This is an optimization exercise on Yosys and OpenROAD, whose aim is small area and a short achievable clock period, not a production implementation. At most, simulation tests tie the RTL to the original design; equivalence was not proved. Power figures rest on the tool's default switching activity, not on a simulated workload.

==> run Z <==
// PPU_gen2
module PPU_gen2
(
    input wire[1:0] debug_in,
    input wire clk_in,				 
    input wire rst_in,				 
    input wire[2:0] ri_sel_in,		 
    input wire ri_ncs_in,			 
    input wire ri_r_nw_in,			 
    input wire[7:0] ri_d_in,		 
    input wire[7:0] vram_d_in,		 
    output wire[2:0] debug_out,
	output reg vde,
    output reg hsync_out,			 
    output reg vsync_out,			 
    output wire[1:0] r_out,          
    output wire[1:0] g_out,          
    output wire[1:0] b_out,          
    output wire[7:0] ri_d_out,       
    output wire nvbl_out,			 
    output wire[13:0] vram_a_out,	 
    output reg[7:0] vram_d_out,		 
    output reg vram_wr_out			 
);
make LEC_CHECK=0 CAP_MARGIN=20 CORE_MARGIN=2 CORE_UTILIZATION=30 SLEW_MARGIN=20 finish   # period 10.0 ns
run.sh (not shown) runs the stock make flow with config.mk's settings and CLKGATE_MAP_FILE= SYNTH_SCRIPT=/design/flow/synth_recipe.tcl, a recipe that flattens the netlist after the stock synthesis.
==> inputs of run R, as changes to run Z <==
--- a/flow/design.v
+++ b/flow/design.v
@@ -550,42 +550,61 @@
     wire clip_area;
     wire[3:0] bg_palette_index;
     assign clip_area = (NES_col < 8'd16) & (|NES_col[7:3]);  
     assign clip = ri_bg_clip_enable && clip_area;
     assign bg_palette_index = (~clip & ri_bg_enable & debug_in[0]) ? {bg_shift3[ri_h_fine], bg_shift2[ri_h_fine], bg_shift1[ri_h_fine], bg_shift0[ri_h_fine]} : 4'h0;
     wire[7:0] OAM_a;
     wire[7:0] OAM_d;
-    wire[7:0] OAM_q;
+    reg[7:0] OAM_q;
     wire OAM_wren;
     reg[7:0] m_OAM[255:0];
-    reg[7:0] OAM_a_hold;
+    wire[15:0] OAM_sel_hi = 16'h0001 << OAM_a[7:4];
+    wire[15:0] OAM_sel_lo = 16'h0001 << OAM_a[3:0];
+    reg[7:0] OAM_rd;
+    integer oi;
+    always @(*)
+    begin
+        OAM_rd = 8'h00;
+        for(oi = 0; oi < 256; oi = oi + 1)
+            OAM_rd = OAM_rd | (m_OAM[oi] & {8{OAM_sel_hi[oi >> 4] & OAM_sel_lo[oi & 15]}});
+    end
     always @(posedge clk_in)
     begin
-        OAM_a_hold <= OAM_a;
-        if(OAM_wren)
-        begin
-            m_OAM[OAM_a] <= OAM_d;
-        end
+        OAM_q <= OAM_wren ? OAM_d : OAM_rd;
+        for(oi = 0; oi < 256; oi = oi + 1)
+            if(OAM_wren & OAM_sel_hi[oi >> 4] & OAM_sel_lo[oi & 15])
+                m_OAM[oi] <= OAM_d;
     end
-    assign OAM_q = m_OAM[OAM_a_hold];
     wire[4:0] sec_OAM_a;
     wire[7:0] sec_OAM_d;
     wire[7:0] sec_OAM_q;
     wire sec_OAM_wren;
-    reg[7:0] m_sec_OAM[31:0];
-	reg[4:0] sec_OAM_a_hold;
+    reg[3:0] m_sec_y[7:0];
+    reg[7:0] m_sec_tile[7:0];
+    reg[4:0] m_sec_attr[7:0];
+    reg[7:0] m_sec_x[7:0];
+    reg[4:0] sec_attr_q;
     always @(posedge clk_in)
     begin
-		sec_OAM_a_hold <= sec_OAM_a;
         if(sec_OAM_wren)
         begin
-            m_sec_OAM[sec_OAM_a] <= sec_OAM_d;
+            case(sec_OAM_a[1:0])
+                2'b00: m_sec_y[sec_OAM_a[4:2]] <= sec_OAM_d[3:0];
+                2'b01: m_sec_tile[sec_OAM_a[4:2]] <= sec_OAM_d;
+                2'b10: m_sec_attr[sec_OAM_a[4:2]] <= {sec_OAM_d[7:5], sec_OAM_d[1:0]};
+                2'b11: m_sec_x[sec_OAM_a[4:2]] <= sec_OAM_d;
+            endcase
         end
     end
-	assign sec_OAM_q = m_sec_OAM[sec_OAM_a_hold];
+    always @(*)
+        sec_attr_q = m_sec_attr[sec_OAM_a[4:2]];
+    assign sec_OAM_q = (sec_OAM_a[1:0] == 2'b00) ? {4'h0, m_sec_y[sec_OAM_a[4:2]]} :
+                       (sec_OAM_a[1:0] == 2'b01) ? m_sec_tile[sec_OAM_a[4:2]] :
+                       (sec_OAM_a[1:0] == 2'b10) ? {sec_attr_q[4:2], 3'b000, sec_attr_q[1:0]} :
+                       m_sec_x[sec_OAM_a[4:2]];
     reg[3:0] state;
     localparam[3:0]
 		S_IDLE = 4'h0,
 		S_CLEAR = 4'h1,
 		S_EVALUATE = 4'h2,
 		S_EVALUATE_NOP = 4'h3,
 		S_LOAD_NOP = 4'h4,
@@ -904,18 +923,18 @@
     wire[5:0] pram_q;
     wire[4:0] pram_a;    
     wire[4:0] pram_address;  
     assign pram_a = (vblank | ~(ri_spr_enable | ri_bg_enable)) ? ((vram_a_out[4:0] & 5'h03) ? (vram_a_out[4:0]) : (vram_a_out[4:0] & 5'h0f)) : (pram_address);
     always @(posedge clk_in)
     begin
         pram_a_hold <= pram_a;
-        if(ri_pram_wr)
+        if(ri_pram_wr && !(pram_a[4] && pram_a[1:0] == 2'b00))
             palette_ram[pram_a] <= vram_d_out[5:0];
     end
-    assign pram_q = palette_ram[pram_a_hold];
+    assign pram_q = (pram_a_hold[4] && pram_a_hold[1:0] == 2'b00) ? 6'h00 : palette_ram[pram_a_hold];
     assign ri_pram_q = {2'b00, pram_q};
     reg[5:0] rgb_reg;
     reg[5:0] rgb_buf;
     reg spr0_hit;
     wire spr_foreground;
     wire spr_trans;
     wire bg_trans;
==> flow/config.mk (replaced) <==
export PLATFORM = sky130hd
export DESIGN_NAME = PPU_gen2
export DESIGN_NICKNAME = PPU_gen2
export VERILOG_FILES = /design/flow/design.v
export SDC_FILE = /design/flow/constraint.sdc
export NUM_CORES = 4
export LEC_CHECK = 0
export CAP_MARGIN = 20
export CORE_MARGIN = 2
export CORE_UTILIZATION = 45
export SETUP_SLACK_MARGIN = 4.5
export SLEW_MARGIN = 20
==> results_dict.tcl <==
set metrics [dict create \
    outcome "timing/DRC/antenna clean" \
    synth_area_leaders "edfxtp_1, mux4_2, dfrtp_1" \
    numClockSinks 3104 \
    grt_pass1_wl_mm 474 \
    drt_wl_total_mm 324 \
    antennaDiodeCount 4 \
    max_freq_ghz 0.135 \
    reg2reg_to "sec_OAM_address[1]" \
    critPathMaxFanout 24 \
]
# the run above: run Z

==> results_dict.tcl <==
set metrics [dict create \
    grt_pass1_wl_mm 826 \
    dp.final_hpwl_mm 439 \
    numClockSinks 3043 \
    max_freq_ghz 0.168 \
    outcome "timing/DRC/antenna clean" \
    synth_area_leaders "edfxtp_1, dfrtp_1, a22oi_1" \
    drt_wl_total_mm 640 \
    critPathMaxFanout 22 \
]
# the run above: run R

The RTL of run R was laid out without a check of its function.


==> inputs of 01-23 <==
PPU_gen2, a different RTL version from the one above (not shown whole).
export LEC_CHECK = 0
export CAP_MARGIN = 10
export CORE_MARGIN = 2
export CORE_UTILIZATION = 48
export CTS_BUF_LIST = sky130_fd_sc_hd__clkbuf_8
export CTS_CLUSTER_DIAMETER = 60
export CTS_CLUSTER_SIZE = 16
export SETUP_SLACK_MARGIN = 5
export SLEW_MARGIN = 10
create_clock -name core_clock -period 10.0 [get_ports {clk_in}]
standard.sh (not shown) runs the stock make flow with config.mk's settings and CLKGATE_MAP_FILE= SYNTH_SCRIPT=/design/flow/synth_recipe.tcl, a recipe that flattens the netlist after the stock synthesis.
==> flow/flow/run.sh <==
#!/bin/bash
# Own flow: the standard synthesis (standard.sh synth, unchanged), then the combinational
# logic between the registers is mapped again by ABC for area (registers, their names and cell
# types kept as the standard synthesis made them), then the standard layout steps, with the
# ports buffered by buf_4 cells instead of the default port buffer cell.
# Each tool's full output goes to a log file of its own in the work folder.
set -euo pipefail
cd "$(dirname "$0")/.."
WORK=$PWD
RES=$WORK/orfs/results/${FLOW_PLATFORM:-sky130hd}/PPU_gen2/base
LIB=$FLOW_HOME/platforms/sky130hd/lib/sky130_fd_sc_hd__tt_025C_1v80.lib

bash standard.sh synth > flow_synth.log 2>&1
cp $RES/1_2_yosys.v $WORK/standard_synth.v

# the register cell types of the standard netlist stay black boxes that ABC cannot touch
SEQ=$(grep -oE '^\s*sky130_fd_sc_hd__(df|edf|sdf|dl)[a-z0-9_]+' $WORK/standard_synth.v | sort -u | tr -d ' ' | tr '\n' ' ')
cat > $WORK/remap.ys <<EOF
read_liberty -ignore_miss_func $LIB
blackbox $SEQ sky130_fd_sc_hd__conb_1
read_verilog $WORK/standard_synth.v
hierarchy -check -top $FLOW_TOP
setattr -set keep 1 t:sky130_fd_sc_hd__df* t:sky130_fd_sc_hd__edf* t:sky130_fd_sc_hd__sdf* t:sky130_fd_sc_hd__dl*
flatten
rename -hide w:*.*
opt -purge
abc -liberty $LIB -dont_use sky130_fd_sc_hd__probe_p_8 -dont_use sky130_fd_sc_hd__probec_p_8 -dont_use sky130_fd_sc_hd__lpflow_bleeder_1 -dont_use sky130_fd_sc_hd__lpflow_clkbufkapwr_1 -dont_use sky130_fd_sc_hd__lpflow_clkbufkapwr_16 -dont_use sky130_fd_sc_hd__lpflow_clkbufkapwr_2 -dont_use sky130_fd_sc_hd__lpflow_clkbufkapwr_4 -dont_use sky130_fd_sc_hd__lpflow_clkbufkapwr_8 -dont_use sky130_fd_sc_hd__lpflow_clkinvkapwr_1 -dont_use sky130_fd_sc_hd__lpflow_clkinvkapwr_16 -dont_use sky130_fd_sc_hd__lpflow_clkinvkapwr_2 -dont_use sky130_fd_sc_hd__lpflow_clkinvkapwr_4 -dont_use sky130_fd_sc_hd__lpflow_clkinvkapwr_8 -dont_use sky130_fd_sc_hd__lpflow_decapkapwr_12 -dont_use sky130_fd_sc_hd__lpflow_decapkapwr_3 -dont_use sky130_fd_sc_hd__lpflow_decapkapwr_4 -dont_use sky130_fd_sc_hd__lpflow_decapkapwr_6 -dont_use sky130_fd_sc_hd__lpflow_decapkapwr_8 -dont_use sky130_fd_sc_hd__lpflow_inputiso0n_1 -dont_use sky130_fd_sc_hd__lpflow_inputiso0p_1 -dont_use sky130_fd_sc_hd__lpflow_inputiso1n_1 -dont_use sky130_fd_sc_hd__lpflow_inputiso1p_1 -dont_use sky130_fd_sc_hd__lpflow_inputisolatch_1 -dont_use sky130_fd_sc_hd__lpflow_isobufsrc_1 -dont_use sky130_fd_sc_hd__lpflow_isobufsrc_16 -dont_use sky130_fd_sc_hd__lpflow_isobufsrc_2 -dont_use sky130_fd_sc_hd__lpflow_isobufsrc_4 -dont_use sky130_fd_sc_hd__lpflow_isobufsrc_8 -dont_use sky130_fd_sc_hd__lpflow_isobufsrckapwr_16 -dont_use sky130_fd_sc_hd__lpflow_lsbuf_lh_hl_isowell_tap_1 -dont_use sky130_fd_sc_hd__lpflow_lsbuf_lh_hl_isowell_tap_2 -dont_use sky130_fd_sc_hd__lpflow_lsbuf_lh_hl_isowell_tap_4 -dont_use sky130_fd_sc_hd__lpflow_lsbuf_lh_isowell_4 -dont_use sky130_fd_sc_hd__lpflow_lsbuf_lh_isowell_tap_1 -dont_use sky130_fd_sc_hd__lpflow_lsbuf_lh_isowell_tap_2 -dont_use sky130_fd_sc_hd__lpflow_lsbuf_lh_isowell_tap_4 -dont_use sky130_fd_sc_hd__fill_1 -dont_use sky130_fd_sc_hd__fill_2 -dont_use sky130_fd_sc_hd__fill_4 -dont_use sky130_fd_sc_hd__fill_8
opt_clean -purge
hilomap -singleton -hicell sky130_fd_sc_hd__conb_1 HI -locell sky130_fd_sc_hd__conb_1 LO
insbuf -buf sky130_fd_sc_hd__buf_4 A X
splitnets
opt_clean -purge
rename -enumerate -pattern remap_% w:\$* c:\$*
tee -o $WORK/remap_stat.txt stat -liberty $LIB
write_verilog -noattr -nohex -nodec $WORK/remapped.v
EOF
yosys -s $WORK/remap.ys > flow_remap.log 2>&1
cat > $WORK/remap_check.ys <<EOF
read_liberty -lib $LIB
read_verilog $WORK/remapped.v
hierarchy -check -top $FLOW_TOP
check -assert -mapped
EOF
yosys -s $WORK/remap_check.ys > flow_remap_check.log 2>&1

# the registers must be the standard synthesis's, by name and cell type
grep -oE '^\s*sky130_fd_sc_hd__(df|edf|sdf|dl)[a-z0-9_]+\s+\S+' $WORK/standard_synth.v | awk '{print $1, $2}' | sort > $WORK/regs_standard.txt
grep -oE '^\s*sky130_fd_sc_hd__(df|edf|sdf|dl)[a-z0-9_]+\s+\S+' $WORK/remapped.v | awk '{print $1, $2}' | sort > $WORK/regs_remapped.txt
cmp $WORK/regs_standard.txt $WORK/regs_remapped.txt

# the layout steps read the remapped netlist in place of the standard one
cp $WORK/remapped.v $RES/1_2_yosys.v
rm -f $RES/1_synth.odb
bash standard.sh "BUFFER_PORTS_ARGS=-buffer_cell sky130_fd_sc_hd__buf_4" finish > flow_layout.log 2>&1
==> 12-08: changes against 01-23 <==
Settings changed: CORE_UTILIZATION 48 to 40, PLACE_DENSITY set to 0.7.
==> summary of the runs <==
Of 01-23 and 12-08, 01-23 has the higher combinational power (gap about 3%, measured against 12-08). Between 12-08 and 01-23, the lower non-clock buffer count is in 12-08 (gap 17). Of 12-08 and 01-23, 01-23 has the higher sequential share of layout area (gap 0.31 points). In sequential power, 01-23 and 12-08 hardly differ. Of 01-23 and 12-08, 01-23 has the higher setup slack (gap 0.041 ns). Against 12-08, the clock power of 01-23 is higher by about 2%. Of 01-23 and 12-08, 12-08 has the higher first-iteration DRC count (gap 8.3%, measured against 12-08). Area after synthesis is the same in 12-08 and 01-23. 12-08 finished with timing, DRC and antenna clean. 01-23 went through all stages and came out clean.

[separate check: timing with driven ports]
How much do the figures lean on ideal ports? The routed layouts below were timed once more, with nothing changed but the port constraints.
Step 1 assumes that a clkbuf_16 drives the clock port and a buf_2 every other input.
Step 2 also shifts input and output timing later by t, the mid clock arrival at the registers, as if the neighbouring blocks saw the same clock.
Slacks: ideal / step 1 / step 2; pairs: ideal / step 1.
run | t (ns) | setup WS [ns] | worst hold slack (ns)
run Z | 0.981 | 2.575 / 2.522 / 2.522 | 0.353 / 0.353 / 0.353
run R | 1.065 | 4.039 / 4.039 / 3.583 | 0.360 / 0.360 / 0.360
01-23 | 1.094 | 5.057 / 5.034 / 4.413 | 0.360 / 0.360 / 0.360
12-08 | 1.095 | 5.017 / 4.827 / 4.408 | 0.355 / 0.355 / 0.355
After both steps every run listed still meets setup and hold. The setup slack of 01-23, which loses most, moves by -0.023 ns with the drivers and by -0.644 ns with both steps.
